This is an optimization exercise on Yosys and OpenROAD, whose aim is a short achievable clock period and few clock cycles, not a production implementation. Function was checked by simulation only, so behaviour that the tests miss may differ from the original. Power is estimated from default activity; no workload was simulated.

## flow/design.v (module list and top-level ports; edited modules follow where they fit)
// module GeMIPS: 210 lines
// module gm_mul: 1797 lines
module GeMIPS (
           input     wire               rst,
           input     wire               clk,
           output    wire[31:0]         rom_addr_o,
           output    wire               ce_o,
           input     wire[31:0]         rom_data_i,
           input    wire[31:0]          ram2_data_i,
           output   wire[31:0]          ram2_addr_o,
           output   wire[31:0]          ram2_data_o,
           output   wire                ram2_we_o,
           output   wire[3:0]           ram2_sel_o,
           output   wire                ram2_ce_o
       );
  // ...
==> flow/run.sh <==
#!/bin/bash
# synth_recipe.tcl (not shown) runs the flow's synth.tcl, then flattens the netlist and writes it again
# the make line also repeats each setting of config.mk as NAME=value (left out here)
make -C /OpenROAD-flow-scripts/flow DESIGN_CONFIG=/design/flow/config.mk WORK_HOME=/design/flow/orfs CLKGATE_MAP_FILE= SYNTH_SCRIPT=/design/flow/synth_recipe.tcl finish
==> flow/config.mk <==
export PLATFORM = sky130hd
export DESIGN_NAME = GeMIPS
export DESIGN_NICKNAME = GeMIPS
export VERILOG_FILES = /design/flow/design.v
export SDC_FILE = /design/flow/constraint.sdc
export NUM_CORES = 8
export LEC_CHECK = 0
export CAP_MARGIN = 20
export CORE_MARGIN = 2
export CORE_UTILIZATION = 40
export SLEW_MARGIN = 20
==> flow/constraint.sdc <==
create_clock -name core_clock -period 14.5 [get_ports {clk}]
set_input_delay 2.9000 -clock core_clock [delete_from_list [all_inputs] [get_ports {clk}]]
set_output_delay 2.9000 -clock core_clock [all_outputs]
set_load 0.01 [all_outputs]
==> results.py, run 1 <==
metrics = {
    "outcome": {
        "status": "timing/DRC/antenna clean",
    },
    "pwr": {
        "power_leakage_nw": 36.8,
        "p_per_area_nw_per_um2": 185,
        "p_sw_share_pct": 42.0,
        "power.internal_mw": 10.5,
    },
    "yosys": {
        "async_flop_share_pct": 0,
        "synth_most_common_cell": "edfxtp_1",
        "synth_mux_area_share_pct": 19.1,
        "synthTopCellsByArea": "edfxtp_1, mux4_2, dfxtp_1, fa_1, mux2i_1",
        "synthTopCellsByCount": "edfxtp_1, nor2_1, inv_1, mux4_2, dfxtp_1",
    },
    "critical_path": {
        "rr_startpoint": "fbw_e$_DFF_P_",
        "path_buf_inv": 2,
        "end_kind": "flip-flop",
    },
    "sta": {
        "tightest_slew_ns": 1.21,
        "period_share_pct": 40.0,
        "whs_ns": 0.392,
    },
    "finish": {
        "numSequentialCells": 1524,
        "largest_reg_flops": 992,
        "seq_area_um2": 40800,
        "nonClockInverterCount": 654,
        "fin_nets": 7626,
        "top_register": "regs",
    },
    "clock_network": {
        "clk_pin_slew_worst_paths_ns": 0.06,
        "ctsResizeCount": 0,
        "cts_tree": "yes",
    },
    "place": {
        "dp_hpwl_mm": 211,
        "portBuffers": 168,
    },
    "route": {
        "wl_met1_mm": 118,
        "highest_layer": "met5",
    },
    "floorplanning": {
        "die_x_um": 471,
    },
    "global_route": {
        "use_met1_pct": 35.6,
    },
}
Testbench counts, summed over its fixed seeds: cycles 181,986.
==> run 2, diff against run 1 <==
==> flow/flow/run.sh (new file) <==
#!/bin/bash
# Standard ORFS layout (the standard.sh, standard synthesis unchanged), with the
# timing repair steps asked to keep a large setup margin so that they size and buffer
# the critical paths even though the design meets the 14.5 ns period easily.
set -euo pipefail
MARGIN=9.5
bash standard.sh SETUP_SLACK_MARGIN=$MARGIN finish > standard_flow.log 2>&1
==> flow/standard.sh (new file) <==
#!/bin/bash
# synth_recipe.tcl (not shown) runs the flow's synth.tcl, then flattens the netlist and writes it again
# the make line also repeats each setting of config.mk as NAME=value (left out here)
make -C /OpenROAD-flow-scripts/flow DESIGN_CONFIG=/design/flow/config.mk WORK_HOME=/design/flow/orfs CLKGATE_MAP_FILE= SYNTH_SCRIPT=/design/flow/synth_recipe.tcl "${@:-finish}"
removed: flow/run.sh
==> results.py, run 2 <==
metrics = {
    "sta": {
        "finalMaxSlewViolations": 0,
        "period_share_pct": 34.4,
        "fin_crit_ns": 4.98,
        "fmax_mhz": 201,
        "tightest_slew_ns": 1.11,
        "slew_headroom_pct": 25.7,
        "rsz0062_at_grt": "no",
        "hold_viol": 0,
        "finalClockSkew_ns": 0.0625,
        "fin_setup_tns_ns": 0,
        "finalSetupViolations": 0,
    },
    "critical_path": {
        "max_stage_delay_ns": 0.63,
        "end_kind": "output pin",
        "path_buf_inv": 1,
        "r2r-end": "b_e[20]$_DFF_P_",
        "path_class": "reg -> out",
        "slowest_stage": "dfxtp_1",
        "required_ns": 11.60,
        "cp_max_fo": 6,
        "worstPathArrival_ns": 2.08,
        "ff2ff_path_depth": 8,
        "r2r_slack_ns": 9.59,
        "cp_top_family": "flip-flops",
        "crit_chain": "clkdlybuf4s50_1",
        "startpoint_type": "flip-flop",
    },
    "clock_network": {
        "cts_tree": "yes",
        "clk_pin_slew_worst_paths_ns": 0.06,
        "clk_latency_ns": 0.85,
        "cts_buffers": 170,
        "cts_buffer_depth": 3,
        "htree_levels": 4,
        "cts-root-buf": "clkbuf_16",
        "clock-sinks": 1524,
    },
    "yosys": {
        "async_flop_share_pct": 0,
        "synthTopCellsByArea": "edfxtp_1, mux4_2, dfxtp_1, fa_1, mux2i_1",
        "synthCells": 6914,
        "ys_ff_latch": 1524,
        "postSynthAreaPerCell_um2": 12.6,
        "yosysTopAreaCell": "edfxtp_1",
        "synthTopCellsByCount": "edfxtp_1, nor2_1, inv_1, mux4_2, dfxtp_1",
        "synth_top_area_share_pct": 35.3,
        "ys.warnings.count": 2,
        "synth_nets": 7574,
        "synth_edf_count": 1024,
        "synth_most_common_cell": "edfxtp_1",
        "synth_area_um2": 87200,
        "synth.distinct_cells": 85,
        "yosysSeqAreaShare_pct": 46.8,
        "synth-main-ff-cell": "edfxtp_1",
    },
    "hold_path": {
        "holdPathEnd": "rd_m[2]$_DFF_P_",
        "hold_depth": 0,
        "min_from": "rd_e[2]$_DFF_P_",
        "min_path_type": "reg -> reg",
    },
    "finish": {
        "instances_no_fill": 9979,
        "final_common_cell": "edfxtp_1",
        "syn2layout_area_growth_pct": 12.8,
        "top_register": "regs",
        "drive_above_1_share_pct": 16.5,
        "largest_reg_flops": 992,
        "fin_nets": 7645,
        "mostFrequentLayoutCells": "edfxtp_1, nor2_1, inv_1",
    },
    "route": {
        "wire_per_inst_um": 31.5,
        "drc_errors": 0,
        "drt_pre_antenna_iters": 7,
        "via_count": 60538,
        "ant_nets": 0,
        "wl_mm": 315,
        "viasPerCell": 6.07,
        "dr.first_iter.drc_count": 7824,
    },
    "global_route": {
        "grtUsageTotal_pct": 27.9,
        "grt_pass1_wl_mm": 445,
        "grt_overflow_total": 0,
        "grt_max_degree": 121,
        "grt_pass1_vias": 60538,
        "antenna_found_initial": 21,
    },
    "floorplanning": {
        "die_h_um": 471,
        "die_area_um2": 222000,
        "initial_utilization_pct": 40.2,
        "io_pins": 169,
        "rows": 171,
        "die_x_um": 471,
        "core-area_um2": 217000,
    },
    "pwr": {
        "worst_ir_drop_vdd_mv": 0.524,
        "power_leakage_nw": 37.0,
        "p_per_area_nw_per_um2": 189,
    },
    "outcome": {
        "status": "timing/DRC/antenna clean",
    },
    "place": {
        "portBuffers": 168,
        "dp_hpwl_mm": 211,
        "place.gp.congestion": 0.987,
        "dpl.cell_count": 9648,
    },
    "job": {
        "maxCapViolCount": 0,
    },
}
==> run 2: per-layer routing <==
layer | track usage (%) | up-vias | part of all wire [%]
li1 | - | 25258 | -
met1 | 35.7 | 30981 | 38
met2 | 44.8 | 3478 | 47
met3 | 5.39 | 811 | 9.0
met4 | 15.3 | 10 | 6.4
met5 | 0 | - | 0.036
==> run 2: worst max-delay path by stage <==
stage                    startpoint  slack (ns)               endpoint  cells past startpoint
2_1_floorplan         fbw_e$_DFF_P_        9.91      res_m[30]$_DFF_P_                     18
3_3_place_gp       res_w[3]$_DFF_P_        8.89  pc_f[18]$_SDFFE_PP0P_                     13
3_5_place_dp       res_w[1]$_DFF_P_        8.87   pc_f[9]$_SDFFE_PP0P_                     14
4_1_cts        pc_f[7]$_SDFFE_PP0P_        9.50          rom_addr_o[7]                      1
5_1_grt               fbw_e$_DFF_P_        9.50      res_m[24]$_DFF_P_                     16
6_report       pc_f[7]$_SDFFE_PP0P_        9.52          rom_addr_o[7]                      1
==> run 2: metrics by stage <==
| step | power, mW | setup WS [ns] | hold WS [ns] | instance area (µm²) | util (%) |
|---|---|---|---|---|---|
| finish | 18.5 | 9.52 | 0.392 | 98400 | 45.3 |
| detailed placement | 13.7 | 8.87 | 0.366 | 92300 | 42.5 |
| global route | 19.5 | 9.50 | 0.405 | 98300 | 45.3 |
| global placement | 13.6 | 8.89 | 0.363 | 92300 | 42.5 |
| CTS | 18.3 | 9.50 | 0.392 | 98100 | 45.2 |
| floorplan | 10.5 | 9.91 | 0.344 | 87200 | - |
==> run 2: timing repair <==
item / CTS / global route
gates resized for setup: 52 / 37
setup endpoints to repair: 67 / 57
endpoints found under the hold margin: 0 / 0
pin swaps: 1 / 2
hold buffers: 0 / 0
setup buffers: 2 / 17
==> run 2: kinds of logic after synthesis <==
logic type,synth area share [%]
buffers and inverters,5.00
DFF,46.8
and+or+nand+nor,6.77
xor gates and xnor gates,2.20
adders and majority gates,12.1
AOI/OAI and AO/OA,8.09
muxes,19.1
==> run 2: where the power goes <==
part | internal (mW) | switching, mW | total, mW
registers | 5.02 | 0.212 | 5.24
logic | 3.21 | 5.78 | 9.00
clock network | 2.46 | 1.86 | 4.32
==> run 2: cell type report <==
cell class	count	area [µm²]
Tap cell	2854	3570
Sequential cell	1524	40800
Fill cell	19436	119000
Inverter	654	2490
Antenna cell	5	12.5
Clock buffer	222	4640
Clock inverter	85	897
Timing Repair Buffer	363	3330
Multi-Input combinational cell	4272	42600
==> run 3, diff against run 2 <==
--- a/flow/flow/run.sh
+++ b/flow/flow/run.sh
@@ -3,5 +3,5 @@
 # timing repair steps asked to keep a large setup margin so that they size and buffer
 # the critical paths even though the design meets the 14.5 ns period easily.
 set -euo pipefail
-MARGIN=9.5
+MARGIN=10.5
 bash standard.sh SETUP_SLACK_MARGIN=$MARGIN finish > standard_flow.log 2>&1
==> results.py, run 3 <==
metrics = {
    "clock_network": {
        "hold_buffers": 0,
        "clock-sinks": 1524,
        "cts_buffers": 169,
        "cts_buffer_depth": 3,
        "cts_tree": "yes",
        "htree_levels": 4,
        "clk_pin_slew_worst_paths_ns": 0.06,
        "cts-root-buf": "clkbuf_16",
        "clk_latency_ns": 0.86,
    },
    "finish": {
        "fillerInstances": 18862,
        "drive_above_1_share_pct": 27.9,
        "postLayoutCoreUtil_pct": 48.6,
        "fin_area_um2": 106000,
        "final_common_cell": "edfxtp_1",
        "instances_no_fill": 10337,
        "fin_nets": 7998,
        "top_register": "regs",
        "mostFrequentLayoutCells": "edfxtp_1, nor2_1, inv_1",
        "syn2layout_area_growth_pct": 21.1,
        "largest_reg_flops": 992,
    },
    "place": {
        "place.gp.congestion": 1.00,
        "place_ws_ns": 8.69,
        "dp_hpwl_mm": 216,
        "portBuffers": 168,
        "placed_cell_area_um2": 92500,
        "dpl.cell_count": 9657,
    },
    "global_route": {
        "met3_usage_pct": 6.24,
        "grt_pass1_wl_mm": 481,
        "grt_pass1_vias": 62906,
        "top_usage_layer": "met2",
        "grt_max_degree": 126,
        "grt_overflow_total": 0,
        "gr-usage-met2_pct": 48.2,
        "antenna_found_initial": 25,
        "grtUsageTotal_pct": 30.6,
        "use_met1_pct": 38.7,
    },
    "sta": {
        "finalSetupViolations": 0,
        "hold_viol": 0,
        "whs_ns": 0.393,
        "setup_ws_ns": 10.03,
        "finalClockSkew_ns": 0.0649,
        "slew_headroom_pct": 29.2,
        "fin_setup_tns_ns": 0,
        "finalMaxSlewViolations": 0,
        "rsz0062_at_grt": "yes",
        "fin_crit_ns": 4.47,
        "period_share_pct": 30.8,
        "tightest_slew_ns": 1.05,
        "fmax_mhz": 224,
    },
    "pwr": {
        "total_power_mw": 21.7,
        "power_leakage_nw": 40.0,
        "p_per_area_nw_per_um2": 206,
        "worst_ir_drop_vdd_mv": 0.499,
    },
    "route": {
        "viasPerCell": 6.22,
        "drt_pre_antenna_iters": 7,
        "drc_errors": 0,
        "dr.first_iter.drc_count": 9174,
        "wire_per_inst_um": 33.9,
        "via_count": 64324,
        "wl_mm": 350,
        "ant_nets": 0,
    },
    "yosys": {
        "synth-main-ff-cell": "edfxtp_1",
        "async_flop_share_pct": 0,
        "synth_most_common_cell": "edfxtp_1",
        "synth_edf_count": 1024,
        "yosysSeqAreaShare_pct": 46.8,
        "synth_nets": 7574,
        "postSynthAreaPerCell_um2": 12.6,
        "yosysTopAreaCell": "edfxtp_1",
        "ys_ff_latch": 1524,
        "synthTopCellsByCount": "edfxtp_1, nor2_1, inv_1, mux4_2, dfxtp_1",
        "synth.distinct_cells": 85,
        "synth_area_um2": 87200,
        "synth_top_area_share_pct": 35.3,
        "ys.warnings.count": 2,
        "synthTopCellsByArea": "edfxtp_1, mux4_2, dfxtp_1, fa_1, mux2i_1",
        "synthCells": 6914,
    },
    "critical_path": {
        "required_ns": 15.19,
        "r2r-end": "res_w[30]$_DFF_P_",
        "path_class": "reg -> reg",
        "cp_max_fo": 5,
        "startpoint_type": "flip-flop",
        "ff2ff_path_depth": 17,
        "rr_startpoint": "mul_1.r_17_2$_DFF_P_",
        "r2r_slack_ns": 10.03,
        "end_kind": "flip-flop",
        "worstPathArrival_ns": 5.16,
    },
    "floorplanning": {
        "rows": 171,
        "die_h_um": 471,
        "initial_utilization_pct": 40.2,
        "die_x_um": 471,
        "io_pins": 169,
        "core-area_um2": 217000,
        "die_area_um2": 222000,
    },
    "hold_path": {
        "hold_depth": 0,
        "min_path_type": "reg -> reg",
        "holdPathEnd": "rd_w[4]$_DFF_P_",
        "min_from": "rd_m[4]$_DFF_P_",
    },
    "job": {
        "maxCapViolCount": 0,
    },
    "outcome": {
        "status": "timing/DRC/antenna clean",
    },
}
## run 3: worst max-delay path: stages, from the launching register on
cell and delay (ns):
dfxtp_1 0.32, inv_1 0.05, fa_1 0.54, inv_1 0.05
fa_1 0.49, inv_1 0.06, fa_1 0.50, inv_1 0.05
ha_1 0.32, inv_1 0.29, o21ai_1 0.17, a31oi_1 0.27
o41ai_4 0.19, a21oi_4 0.26, o21ai_4 0.10, a31oi_4 0.24
nor3_1 0.07, a211o_1 0.36
## run 3: cells by family (layout without fill, tap and decap cells)
kind of cell	Yosys count	in the layout	synth area share, %
flip-flops	1524	1524	46.8
other	0	13	0
adder cells (fa/ha/maj)	594	594	12.1
AND/OR/NAND/NOR	1405	1406	6.77
buffers and inverters	1118	1673	5.00
multiplexers	950	950	19.1
XOR/XNOR	219	219	2.20
AO/OA/AOI/OAI	1104	1104	8.09
## run 3: where the power goes
group	internal, mW	switching (mW)	leakage, nW	total, mW
Combinational	4.96	7.18	23.6	12.1
Sequential	5.03	0.233	13.7	5.26
Clock	2.43	1.87	2.67	4.30
Total	12.4	9.28	40.0	21.7
## run 3: timing repair
item / CTS / global route
setup buffers: 221 / 105
pin swaps: 128 / 211
gates resized for setup: 1095 / 395
setup endpoints to repair: 339 / 262
cloned: 25 / 13
hold endpoints to repair: 0 / 0
## run 3: cell type report
type                    instances  area, µm²  area share (%)
multi-input cells            4273      44900            42.5
flip-flops and latches       1524      41000            38.9
repair buffers                716       7890            7.48
clock buffers                 230       4620            4.38
well taps                    2854       3570            3.38
inverters                     654       2580            2.45
clock inverters                73        900           0.852
diodes                         13       32.5          0.0308
## run 3: how the worst max path moves through the flow
stage / start / endpoint / slack, ns / depth (start not counted)
floorplan: faw_e$_DFF_P_ / res_m[30]$_DFF_P_ / 10.50 / 19
global placement: fam_e$_DFF_P_ / addr_m[25]$_DFF_P_ / 8.73 / 14
detailed placement: faw_e$_DFF_P_ / addr_m[25]$_DFF_P_ / 8.69 / 15
CTS: mul_1.r_5_0$_DFF_P_ / res_w[28]$_DFF_P_ / 9.93 / 18
global route: mul_1.r_17_2$_DFF_P_ / res_w[28]$_DFF_P_ / 9.91 / 18
finish: mul_1.r_17_2$_DFF_P_ / res_w[30]$_DFF_P_ / 10.03 / 17
## run 3: routing by layer
metal / up-vias / part of all wire, %
li1: 26025 / -
met1: 32828 / 37
met2: 4310 / 46
met3: 1143 / 10
met4: 18 / 7.7
met5: - / 0.046

separate check: timing with driven ports:
The flow's constraints put no driver on any port. The routed layouts listed below were extracted and timed again, unchanged, in two steps. Step 1 assumes that a clkbuf_16 drives the clock port and a buf_2 every other input. Step 2 also shifts input and output timing later by t, the mid clock arrival at the registers, as if the neighbouring blocks saw the same clock. a / b / c = ideal / step 1 / step 2; a / b = the first two.
run	shift t [ns]	setup WS [ns]	worst register clock-pin slew, ns	pins driven straight from the clock port
run 1	0.901	8.706 / 8.706 / 8.706	0.07 / 0.07	1
run 2	0.901	9.516 / 9.430 / 9.501	0.07 / 0.07	1
run 3	0.923	10.033 / 10.033 / 9.670	0.07 / 0.07	1
After both steps every run listed still meets setup and hold. The setup slack of run 3, which loses most, moves by 0.000 ns with the drivers and by -0.363 ns with both steps.
